Background: an optimization exercise with open tools, aiming at small area. Do not read the settings as production practice.
Function was checked by simulation only, so behaviour that the tests miss may differ from the original.
No activity file was given, so power comes from the tool's default toggle rates.

==> flow/design.v <==
module OV2640_Registers (
    input      [7:0]  idx,
    output reg [15:0] cmd
);
    always @(*) begin
        case (idx)
            8'd1: cmd = 16'hFF_05;
            8'd2: cmd = 16'h12_80;
            8'd3: cmd = 16'hFF_00;
            8'd4: cmd = 16'h2c_ff;
            8'd5: cmd = 16'h2e_df;
            8'd6: cmd = 16'hFF_01;
            8'd7: cmd = 16'h3c_32;
            8'd8: cmd = 16'h11_80;
            8'd9: cmd = 16'h09_02;
            8'd10: cmd = 16'h04_28;
            8'd11: cmd = 16'h13_E5;
            8'd12: cmd = 16'h14_48;
            8'd13: cmd = 16'h15_00;
            8'd14: cmd = 16'h2c_0c;
            8'd15: cmd = 16'h33_78;
            8'd16: cmd = 16'h3a_33;
            8'd17: cmd = 16'h3b_fb;
            8'd18: cmd = 16'h3e_00;
            8'd19: cmd = 16'h43_11;
            8'd20: cmd = 16'h16_10;
            8'd21: cmd = 16'h39_02;
            8'd22: cmd = 16'h35_88;
            8'd23: cmd = 16'h22_0a;
            8'd24: cmd = 16'h37_40;
            8'd25: cmd = 16'h23_00;
            8'd26: cmd = 16'h34_a0;
            8'd27: cmd = 16'h06_02;
            8'd28: cmd = 16'h06_88;
            8'd29: cmd = 16'h07_c0;
            8'd30: cmd = 16'h0d_b7;
            8'd31: cmd = 16'h0e_01;
            8'd32: cmd = 16'h4c_00;
            8'd33: cmd = 16'h4a_81;
            8'd34: cmd = 16'h21_99;
            8'd35: cmd = 16'h24_40;
            8'd36: cmd = 16'h25_38;
            8'd37: cmd = 16'h26_82;
            8'd38: cmd = 16'h48_FF;
            8'd39: cmd = 16'h49_xx;
            8'd40: cmd = 16'h5c_00;
            8'd41: cmd = 16'h63_00;
            8'd42: cmd = 16'h46_00;
            8'd43: cmd = 16'h47_00;
            8'd44: cmd = 16'h0C_3A;
            8'd45: cmd = 16'h5D_55;
            8'd46: cmd = 16'h5E_7d;
            8'd47: cmd = 16'h5F_7d;
            8'd48: cmd = 16'h60_55;
            8'd49: cmd = 16'h61_70;
            8'd50: cmd = 16'h62_80;
            8'd51: cmd = 16'h7c_05;
            8'd52: cmd = 16'h20_80;
            8'd53: cmd = 16'h28_30;
            8'd54: cmd = 16'h6c_00;
            8'd55: cmd = 16'h6d_80;
            8'd56: cmd = 16'h6e_00;
            8'd57: cmd = 16'h70_02;
            8'd58: cmd = 16'h71_94;
            8'd59: cmd = 16'h73_c1;
            8'd60: cmd = 16'h3d_34;
            8'd61: cmd = 16'h5a_57;
            8'd62: cmd = 16'h4F_bb;
            8'd63: cmd = 16'h50_9c;
            8'd64: cmd = 16'hFF_00;
            8'd65: cmd = 16'he5_7f;
            8'd66: cmd = 16'hF9_C0;
            8'd67: cmd = 16'h41_24;
            8'd68: cmd = 16'hE0_14;
            8'd69: cmd = 16'h76_ff;
            8'd70: cmd = 16'h33_a0;
            8'd71: cmd = 16'h42_20;
            8'd72: cmd = 16'h43_18;
            8'd73: cmd = 16'h4c_00;
            8'd74: cmd = 16'h87_D0;
            8'd75: cmd = 16'h88_3f;
            8'd76: cmd = 16'hd7_03;
            8'd77: cmd = 16'hd9_10;
            8'd78: cmd = 16'hD3_82;
            8'd79: cmd = 16'hc8_08;
            8'd80: cmd = 16'hc9_80;
            8'd81: cmd = 16'h7C_00;
            8'd82: cmd = 16'h7D_00;
            8'd83: cmd = 16'h7C_03;
            8'd84: cmd = 16'h7D_48;
            8'd85: cmd = 16'h7D_48;
            8'd86: cmd = 16'h7C_08;
            8'd87: cmd = 16'h7D_20;
            8'd88: cmd = 16'h7D_10;
            8'd89: cmd = 16'h7D_0e;
            8'd90: cmd = 16'h90_00;
            8'd91: cmd = 16'h91_0e;
            8'd92: cmd = 16'h91_1a;
            8'd93: cmd = 16'h91_31;
            8'd94: cmd = 16'h91_5a;
            8'd95: cmd = 16'h91_69;
            8'd96: cmd = 16'h91_75;
            8'd97: cmd = 16'h91_7e;
            8'd98: cmd = 16'h91_88;
            8'd99: cmd = 16'h91_8f;
            8'd100: cmd = 16'h91_96;
            8'd101: cmd = 16'h91_a3;
            8'd102: cmd = 16'h91_af;
            8'd103: cmd = 16'h91_c4;
            8'd104: cmd = 16'h91_d7;
            8'd105: cmd = 16'h91_e8;
            8'd106: cmd = 16'h91_20;
            8'd107: cmd = 16'h92_00;
            8'd108: cmd = 16'h93_06;
            8'd109: cmd = 16'h93_e3;
            8'd110: cmd = 16'h93_03;
            8'd111: cmd = 16'h93_03;
            8'd112: cmd = 16'h93_00;
            8'd113: cmd = 16'h93_02;
            8'd114: cmd = 16'h93_00;
            8'd115: cmd = 16'h93_00;
            8'd116: cmd = 16'h93_00;
            8'd117: cmd = 16'h93_00;
            8'd118: cmd = 16'h93_00;
            8'd119: cmd = 16'h93_00;
            8'd120: cmd = 16'h93_00;
            8'd121: cmd = 16'h96_00;
            8'd122: cmd = 16'h97_08;
            8'd123: cmd = 16'h97_19;
            8'd124: cmd = 16'h97_02;
            8'd125: cmd = 16'h97_0c;
            8'd126: cmd = 16'h97_24;
            8'd127: cmd = 16'h97_30;
            8'd128: cmd = 16'h97_28;
            8'd129: cmd = 16'h97_26;
            8'd130: cmd = 16'h97_02;
            8'd131: cmd = 16'h97_98;
            8'd132: cmd = 16'h97_80;
            8'd133: cmd = 16'h97_00;
            8'd134: cmd = 16'h97_00;
            8'd135: cmd = 16'ha4_00;
            8'd136: cmd = 16'ha8_00;
            8'd137: cmd = 16'hc5_11;
            8'd138: cmd = 16'hc6_51;
            8'd139: cmd = 16'hbf_80;
            8'd140: cmd = 16'hc7_10;
            8'd141: cmd = 16'hb6_66;
            8'd142: cmd = 16'hb8_A5;
            8'd143: cmd = 16'hb7_64;
            8'd144: cmd = 16'hb9_7C;
            8'd145: cmd = 16'hb3_af;
            8'd146: cmd = 16'hb4_97;
            8'd147: cmd = 16'hb5_FF;
            8'd148: cmd = 16'hb0_C5;
            8'd149: cmd = 16'hb1_94;
            8'd150: cmd = 16'hb2_0f;
            8'd151: cmd = 16'hc4_5c;
            8'd152: cmd = 16'ha6_00;
            8'd153: cmd = 16'ha7_20;
            8'd154: cmd = 16'ha7_d8;
            8'd155: cmd = 16'ha7_1b;
            8'd156: cmd = 16'ha7_31;
            8'd157: cmd = 16'ha7_00;
            8'd158: cmd = 16'ha7_18;
            8'd159: cmd = 16'ha7_20;
            8'd160: cmd = 16'ha7_d8;
            8'd161: cmd = 16'ha7_19;
            8'd162: cmd = 16'ha7_31;
            8'd163: cmd = 16'ha7_00;
            8'd164: cmd = 16'ha7_18;
            8'd165: cmd = 16'ha7_20;
            8'd166: cmd = 16'ha7_d8;
            8'd167: cmd = 16'ha7_19;
            8'd168: cmd = 16'ha7_31;
            8'd169: cmd = 16'ha7_00;
            8'd170: cmd = 16'ha7_18;
            8'd171: cmd = 16'h7f_00;
            8'd172: cmd = 16'he5_1f;
            8'd173: cmd = 16'he1_77;
            8'd174: cmd = 16'hdd_7f;
            8'd175: cmd = 16'hC2_0E;
            8'd176: cmd = 16'hFF_01;
            8'd177: cmd = 16'hFF_00;
            8'd178: cmd = 16'hE0_04;
            8'd179: cmd = 16'hDA_04;
            8'd180: cmd = 16'hD7_03;
            8'd181: cmd = 16'hE1_77;
            8'd182: cmd = 16'hE0_00;
            8'd183: cmd = 16'hFF_00;
            8'd184: cmd = 16'h05_01;
            8'd185: cmd = 16'h5A_A0;
            8'd186: cmd = 16'h5B_78;
            8'd187: cmd = 16'h5C_00;
            8'd188: cmd = 16'hFF_01;
            8'd189: cmd = 16'h11_80;
            8'd190: cmd = 16'hFF_01;
            8'd191: cmd = 16'h12_40;
            8'd192: cmd = 16'h03_0A;
            8'd193: cmd = 16'h32_09;
            8'd194: cmd = 16'h17_11;
            8'd195: cmd = 16'h18_43;
            8'd196: cmd = 16'h19_00;
            8'd197: cmd = 16'h1A_4b;
            8'd198: cmd = 16'h3d_38;
            8'd199: cmd = 16'h35_da;
            8'd200: cmd = 16'h22_1a;
            8'd201: cmd = 16'h37_c3;
            8'd202: cmd = 16'h34_c0;
            8'd203: cmd = 16'h06_88;
            8'd204: cmd = 16'h0d_87;
            8'd205: cmd = 16'h0e_41;
            8'd206: cmd = 16'h42_03;
            8'd207: cmd = 16'hFF_00;
            8'd208: cmd = 16'h05_01;
            8'd209: cmd = 16'hE0_04;
            8'd210: cmd = 16'hC0_64;
            8'd211: cmd = 16'hC1_4B;
            8'd212: cmd = 16'h8C_00;
            8'd213: cmd = 16'h53_00;
            8'd214: cmd = 16'h54_00;
            8'd215: cmd = 16'h51_C8;
            8'd216: cmd = 16'h52_96;
            8'd217: cmd = 16'h55_00;
            8'd218: cmd = 16'h57_00;
            8'd219: cmd = 16'h86_3D;
            8'd220: cmd = 16'h50_80;
            8'd221: cmd = 16'hD3_80;
            8'd222: cmd = 16'h05_00;
            8'd223: cmd = 16'hE0_00;
            8'd224: cmd = 16'hFF_00;
            8'd225: cmd = 16'h05_00;
            8'd226: cmd = 16'hFF_00;
            8'd227: cmd = 16'hE0_04;
            8'd228: cmd = 16'hDA_04;
            8'd229: cmd = 16'hD7_03;
            8'd230: cmd = 16'hE1_77;
            8'd231: cmd = 16'hE0_00;
            default: cmd = 16'hxxxx;
        endcase
    end
endmodule
module ov2640_cfg_top (
    input        clk,                
    input        rst_n,              
    input        zoom_in,            
    input        zoom_out,           
    input        resend,             
    output       config_finished,    
    output       sioc,               
    output       siod_o,             
    output       siod_oe,            
    output       cam_reset,          
    output       cam_pwdn            
);
assign cam_reset = 1'b1;
assign cam_pwdn  = 1'b0;
reg [7:0] zoom_counter;
always @(posedge clk) begin
    if (!rst_n)
        zoom_counter <= 8'b0;
    else if (zoom_in)
        zoom_counter <= zoom_counter + 8'b1;
    else if (zoom_out)
        zoom_counter <= zoom_counter - 8'b1;
end
reg  [13:0] c;
reg  [7:0]  cur;
reg         z, o, rs_d;
reg  [7:0]  zsnap;
reg         sioc_r;
wire       idle = c[13];
wire [4:0] k    = c[12:8];
wire [7:0] ptr  = z ? {7'b0, o} : cur;            
wire       fin  = ~z & (cur == 8'd231);           
wire       load = idle & ~fin;
wire       step = (c == 14'd1);                   
always @(posedge clk) begin
    rs_d <= resend;
    if (!rst_n) begin
        c <= 14'd7937;                           
        z <= 1'b1;
        o <= 1'b0;
    end else begin
        if (load) begin
            c   <= 14'd0;
            cur <= ptr;
            z   <= rs_d;
            o   <= 1'b0;
        end else begin
            if (!idle)
                c <= c + 14'd1;
            if (step)
                cur <= cur + 8'd1;
            z <= z | rs_d;
            o <= rs_d ? 1'b0 : (step ? 1'b1 : o);
        end
    end
    if (c == 14'd8191)
        zsnap <= zoom_counter;
end
always @(posedge clk) begin
    if (!rst_n)
        sioc_r <= 1'b1;
    else case (k)
        5'd0, 5'd1, 5'd31: sioc_r <= 1'b1;
        5'd2:              sioc_r <= 1'b0;
        5'd30:             sioc_r <= c[7:6] != 2'b00;
        default:           sioc_r <= c[7] ^ c[6];
    endcase
end
wire [15:0] cmd;
OV2640_Registers u_rom (.idx(cur), .cmd(cmd));
wire [7:0] value = (cur == 8'd39) ? zsnap : cmd[7:0];
reg sd;
always @(*) begin
    case (k)
        5'd0:  sd = 1'b1;                          
        5'd4, 5'd5: sd = 1'b1;                     
        5'd12: sd = cmd[15];
        5'd13: sd = cmd[14];
        5'd14: sd = cmd[13];
        5'd15: sd = cmd[12];
        5'd16: sd = cmd[11];
        5'd17: sd = cmd[10];
        5'd18: sd = cmd[9];
        5'd19: sd = cmd[8];
        5'd21: sd = value[7];
        5'd22: sd = value[6];
        5'd23: sd = value[5];
        5'd24: sd = value[4];
        5'd25: sd = value[3];
        5'd26: sd = value[2];
        5'd27: sd = value[1];
        5'd28: sd = value[0];
        5'd31: sd = 1'b1;                          
        default: sd = 1'b0;
    endcase
end
assign config_finished = fin;
assign sioc    = sioc_r;
assign siod_o  = sd;
assign siod_oe = ~((k == 5'd11) | (k == 5'd20) | (k == 5'd29));
endmodule
==> flow/run.sh <==
#!/bin/bash
# synth_recipe.tcl (not shown) runs the flow's synth.tcl, then flattens the netlist and writes it again
# the make line also repeats each setting of config.mk as NAME=value (left out here)
make -C /OpenROAD-flow-scripts/flow DESIGN_CONFIG=/design/flow/config.mk WORK_HOME=/design/flow/orfs CLKGATE_MAP_FILE= SYNTH_SCRIPT=/design/flow/synth_recipe.tcl finish
==> flow/config.mk <==
export PLATFORM = sky130hd
export DESIGN_NAME = ov2640_cfg_top
export DESIGN_NICKNAME = ov2640_cfg_top
export VERILOG_FILES = /design/flow/design.v
export SDC_FILE = /design/flow/constraint.sdc
export NUM_CORES = 4
export LEC_CHECK = 0
export CAP_MARGIN = 20
export CORE_MARGIN = 2
export CORE_UTILIZATION = 25
export SLEW_MARGIN = 20
==> flow/constraint.sdc <==
create_clock -name core_clock -period 10.0 [get_ports {clk}]
set_input_delay 2.0000 -clock core_clock [delete_from_list [all_inputs] [get_ports {clk}]]
set_output_delay 2.0000 -clock core_clock [all_outputs]
set_load 0.01 [all_outputs]
==> results_tabular.tex <==
\begin{tabular}{lr}
\hline
Metric & Value \\
\hline
\multicolumn{2}{l}{\textbf{Logic synthesis}} \\
\quad Top cell type by total area after synthesis & dfxtp\_1 \\
\quad Number of enable flip-flop cells after synthesis & 16 \\
\quad Synthesized net count & 1048 \\
\quad Count of state elements after synthesis & 58 \\
\quad Yosys top cell area share & 12.0\% \\
\quad Mapped Avg Cell Area & 6.93 sq um \\
\quad Sequential element share of the synthesized area & 18.9\% \\
\quad Mapped Cells & 1011 \\
\quad Post-synth cell types & 85 \\
\quad Yosys synthesis warning count & 2 \\
\quad Cell area after synthesis & 0.00701 sq mm \\
\quad Async set or reset register ratio after synthesis & 0\% \\
\quad Top cells by area in the synthesized netlist & dfxtp\_1 12\%, o21ai\_0 7.3\%, edfxtp\_1 6.9\% \\
\quad Top flip-flop cell by instance count after synthesis & dfxtp\_1 \\
\multicolumn{2}{l}{\textbf{Critical path}} \\
\quad CP Buf/Inv Count & 5 \\
\quad CP Launch Type & input port \\
\quad Cell breakdown of the critical path & clkdlybuf4s50\_1 -> o211ai\_2 -> buf\_4 -> inv\_4 -> o21a\_1 -> ha\_1 -> buf\_4 -> clkinv\_1 -> nand2\_1 -> a21oi\_1 -> nor3\_1 -> nor3\_1 -> a2111oi\_0 -> a211oi\_1 \\
\quad Crit path depth & 14 \\
\quad Critical path data required time & 10220 ps \\
\quad Slowest-stage cell, CP & clkdlybuf4s50\_1 \\
\quad Depth of the worst register-to-register path & 16 \\
\quad Largest incremental delay on the critical path & 1020 ps \\
\quad Worst EP arrival & 7020 ps \\
\quad Endpoint kind of the worst setup timing path & flip-flop \\
\quad Worst flop-to-flop path startpoint & cur[0] \\
\quad CP delay by family, top & buffers and inverters \\
\quad Startpoint-to-endpoint class of the critical path & input port to flip-flop \\
\quad Reg-to-reg setup timing slack & 4370 ps \\
\quad RR Endpoint & cmd[7] \\
\quad Highest fanout seen on the critical path & 29 \\
\multicolumn{2}{l}{\textbf{Min path}} \\
\quad Worst hold path cell count & 1 \\
\quad Class of the tightest hold or removal check & flip-flop to flip-flop \\
\quad Worst hold endpoint & o \\
\quad Min-Delay Startpoint & rs\_d \\
\multicolumn{2}{l}{\textbf{Placement}} \\
\quad HPWL after detailed placement & 24.2 mm \\
\quad Instance area after placement & 0.00738 sq mm \\
\quad Port buffer count & 8 \\
\quad Worst setup timing slack at the placement stage & 3150 ps \\
\quad Weighted congestion reported at the end of routability-driven placement & 1.06 \\
\quad Cell Count Post-Placement & 1331 \\
\multicolumn{2}{l}{\textbf{STA}} \\
\quad Worst hold slack after final layout & 433 ps \\
\quad Setup repair after global routing missed its margin & no \\
\quad Part of the cycle the worst path needs & 67.9\% \\
\quad Hold violation count in the final report & 0 \\
\quad Transition time at the pin with the least slew margin & 1240 ps \\
\quad Setup total negative slack & 0 ps \\
\quad Min cycle time layout & 6790 ps \\
\quad Max-slew violation count & 0 \\
\quad Worst-case headroom to the max-slew limit & 16.2\% \\
\quad Worst-case clock skew & 20.2 ps \\
\quad Setup-violating endpoint count in the final report & 0 \\
\quad Worst-case setup margin in the final layout & 3210 ps \\
\quad Highest attainable clock frequency & 0.147 GHz \\
\multicolumn{2}{l}{\textbf{Die}} \\
\quad Total die area & 0.0294 sq mm \\
\quad Std cell rows & 61 \\
\quad Width of the die & 171 microns \\
\quad Core box area & 0.0277 sq mm \\
\quad Die Y & 171 microns \\
\quad Number of primary I/O pins & 11 \\
\quad Initial core utilization & 25.3\% \\
\multicolumn{2}{l}{\textbf{Power}} \\
\quad Static power due to leakage & 2.76 nW \\
\quad Final Total Pwr & 0.659 mW \\
\quad Maximum vdd drop & 0.0592 mV \\
\quad Total power density per cell area & 85.7 mW/mm\^{}2 \\
\multicolumn{2}{l}{\textbf{Status}} \\
\quad Result of the run & timing/DRC/antenna clean \\
\multicolumn{2}{l}{\textbf{Job}} \\
\quad Max Cap Violations & 0 \\
\multicolumn{2}{l}{\textbf{Finish}} \\
\quad Number of nets in the layout & 1001 \\
\quad Share of final-layout standard cells stronger than drive strength 1 & 7.22\% \\
\quad Area added between synthesis and finish & 9.73\% \\
\quad Number of diodes added for antenna fixing & 0 \\
\quad Post-Route Utilization & 27.8\% \\
\quad Total area of multi-input combinational cells & 0.00520 sq mm \\
\quad FF+latch area & 0.00132 sq mm \\
\quad Summed area of non-filler cells in the final layout & 0.00769 sq mm \\
\quad Fill count & 3069 \\
\quad Final standard cell count with taps included and fillers excluded & 1347 \\
\multicolumn{2}{l}{\textbf{Clock tree}} \\
\quad Clock latency on the worst-skew pair & 360 ps \\
\quad Clock tree from TritonCTS & yes \\
\quad Setup Fix Bufs, Post-CTS & 0 \\
\quad Clock-pin transition on the worst setup and hold timing paths & 70 ps \\
\quad Hold buffers post-CTS & 0 \\
\quad Clock tree root buffer cell & clkbuf\_16 \\
\quad \# resized after CTS & 0 \\
\quad Maximum clock insertion buffer count & 2 \\
\quad Depth of the CTS H-tree & 3 \\
\quad Number of clock sinks seen by CTS & 58 \\
\quad Cts bufs inserted & 9 \\
\multicolumn{2}{l}{\textbf{Global route}} \\
\quad Wire length of the first global-routing pass & 53.8 mm \\
\quad Total routing resource utilization after global routing & 24.6\% \\
\quad Antenna violations before repair & 1 \\
\quad Number of global-route vias before repair & 8079 \\
\quad Maximum number of pins on one net before global-route repair & 74 \\
\quad Overflow left after global routing & 0 \\
\multicolumn{2}{l}{\textbf{Route}} \\
\quad DRC violations left & 0 \\
\quad Total iterations of the first detailed-routing run & 7 \\
\quad Iteration-0 DRC Markers & 1855 \\
\quad Routed wire per std cell & 27.2 microns \\
\quad Wire length after detailed routing & 36.6 mm \\
\quad Total via count in the routed design & 8906 \\
\quad Detailed-route vias per instance & 6.61 \\
\quad Antenna-violating nets left & 0 \\
\hline
\end{tabular}
[metal layers]
layer	global-route usage, %	vias up	share of wire, %
li1	-	3734	-
met1	31.6	4088	38
met2	33.6	850	39
met3	9.71	234	16
met4	16.1	0	7.6
met5	0	-	0
[report_power, final]
| part | switching [mW] | total [mW] | internal, mW |
|---|---|---|---|
| Combinational | 0.0275 | 0.0558 | 0.0283 |
| Clock | 0.124 | 0.341 | 0.216 |
| Sequential | 0.0105 | 0.263 | 0.252 |
[sequential cells by signal, summed over array words and instances (netlist names)]
signal,cells
sioc_r,1
zoom_counter,8
rs_d,1
z,1
cur,8
c,14
zsnap,8
cmd,16
o,1
[worst max path at each step]
stage                     startpoint  endpoint  slack [ps]
after floorplan               cur[0]    siod_o        5510
after global placement         rst_n    cmd[7]        3030
after detailed placement       rst_n    cmd[7]        3150
after CTS                      rst_n    cmd[7]        3490
after global routing           rst_n    cmd[7]        3080
final                          rst_n    cmd[7]        3210
[placed cells by master (no fill, tap or decap), types with 6 or more instances in the layout]
cell and count:
a2111oi_0 7, nand3_1 37, a21oi_1 80, o21a_1 7
and3_1 10, a221oi_1 12, and2_1 16, a31oi_1 19
nor3_1 37, dfxtp_1 42, o31ai_1 9, clkbuf_16 9
clkdlybuf4s50_1 8, mux2i_1 10, nand2_1 117, nor4_1 10
nor2b_1 6, ha_1 31, inv_1 21, a22oi_1 8
a311oi_1 13, a21o_1 6, o22ai_1 14, o211ai_1 28
edfxtp_1 16, o21ai_0 101, nor2_1 96, a211oi_1 22
or3_1 7, o311ai_0 8, buf_4 28, xnor2_1 13
o221ai_1 7
[cell families after synthesis]
| logic type | synth area share [%] |
|---|---|
| compound gates | 38.7 |
| xor+xnor | 2.25 |
| fa+ha+maj | 5.82 |
| buf+inv | 7.55 |
| flops | 18.9 |
| mux | 3.02 |
| other cells | 0.107 |
| simple gates | 23.7 |
[synth_stat cells, types with 12 or more instances]
library cell	instances
a211oi_1	22
o211ai_1	28
nor3_1	37
clkbuf_1	39
o21ai_0	102
and2_1	16
o22ai_1	14
a21oi_1	83
dfxtp_1	42
nand3_1	37
a31oi_1	19
a311oi_1	13
xnor2_1	13
edfxtp_1	16
nor2_1	96
a221oi_1	12
inv_1	22
nand2_1	117
ha_1	31
buf_2	40
[layout make-up]
class / count / share of cell area, %
Clock inverter: 6 / 1.06
Sequential cell: 58 / 17.2
Clock buffer: 10 / 2.98
Inverter: 26 / 1.30
Timing Repair Buffer: 36 / 3.77
Tap cell: 378 / 6.15
Multi-Input combinational cell: 833 / 67.6

## port drivers added, routing unchanged
No port has a modelled driver above. Below, the same layout with a new extraction and two added sets of constraints. Step 1: set_driving_cell puts a clkbuf_16 on clk and a buf_2 on each other input, an assumption about the parent block. Step 2, shift: input delay + t, output delay - t, t = (earliest + latest rising clock arrival at the registers) / 2. This alone moves slack from input paths to output paths. a / b / c = ideal ports / drivers / drivers and shift; a / b = the first two.
t (ns): 0.392
setup WS [ns]: 3.208 / 3.223 / 2.831
worst register clock-pin slew, ns: 0.07 / 0.07
pins driven straight from the clock port: 1
After both steps this run still meets setup and hold. The setup slack of this run moves by +0.015 ns with the drivers and by -0.377 ns with both steps.
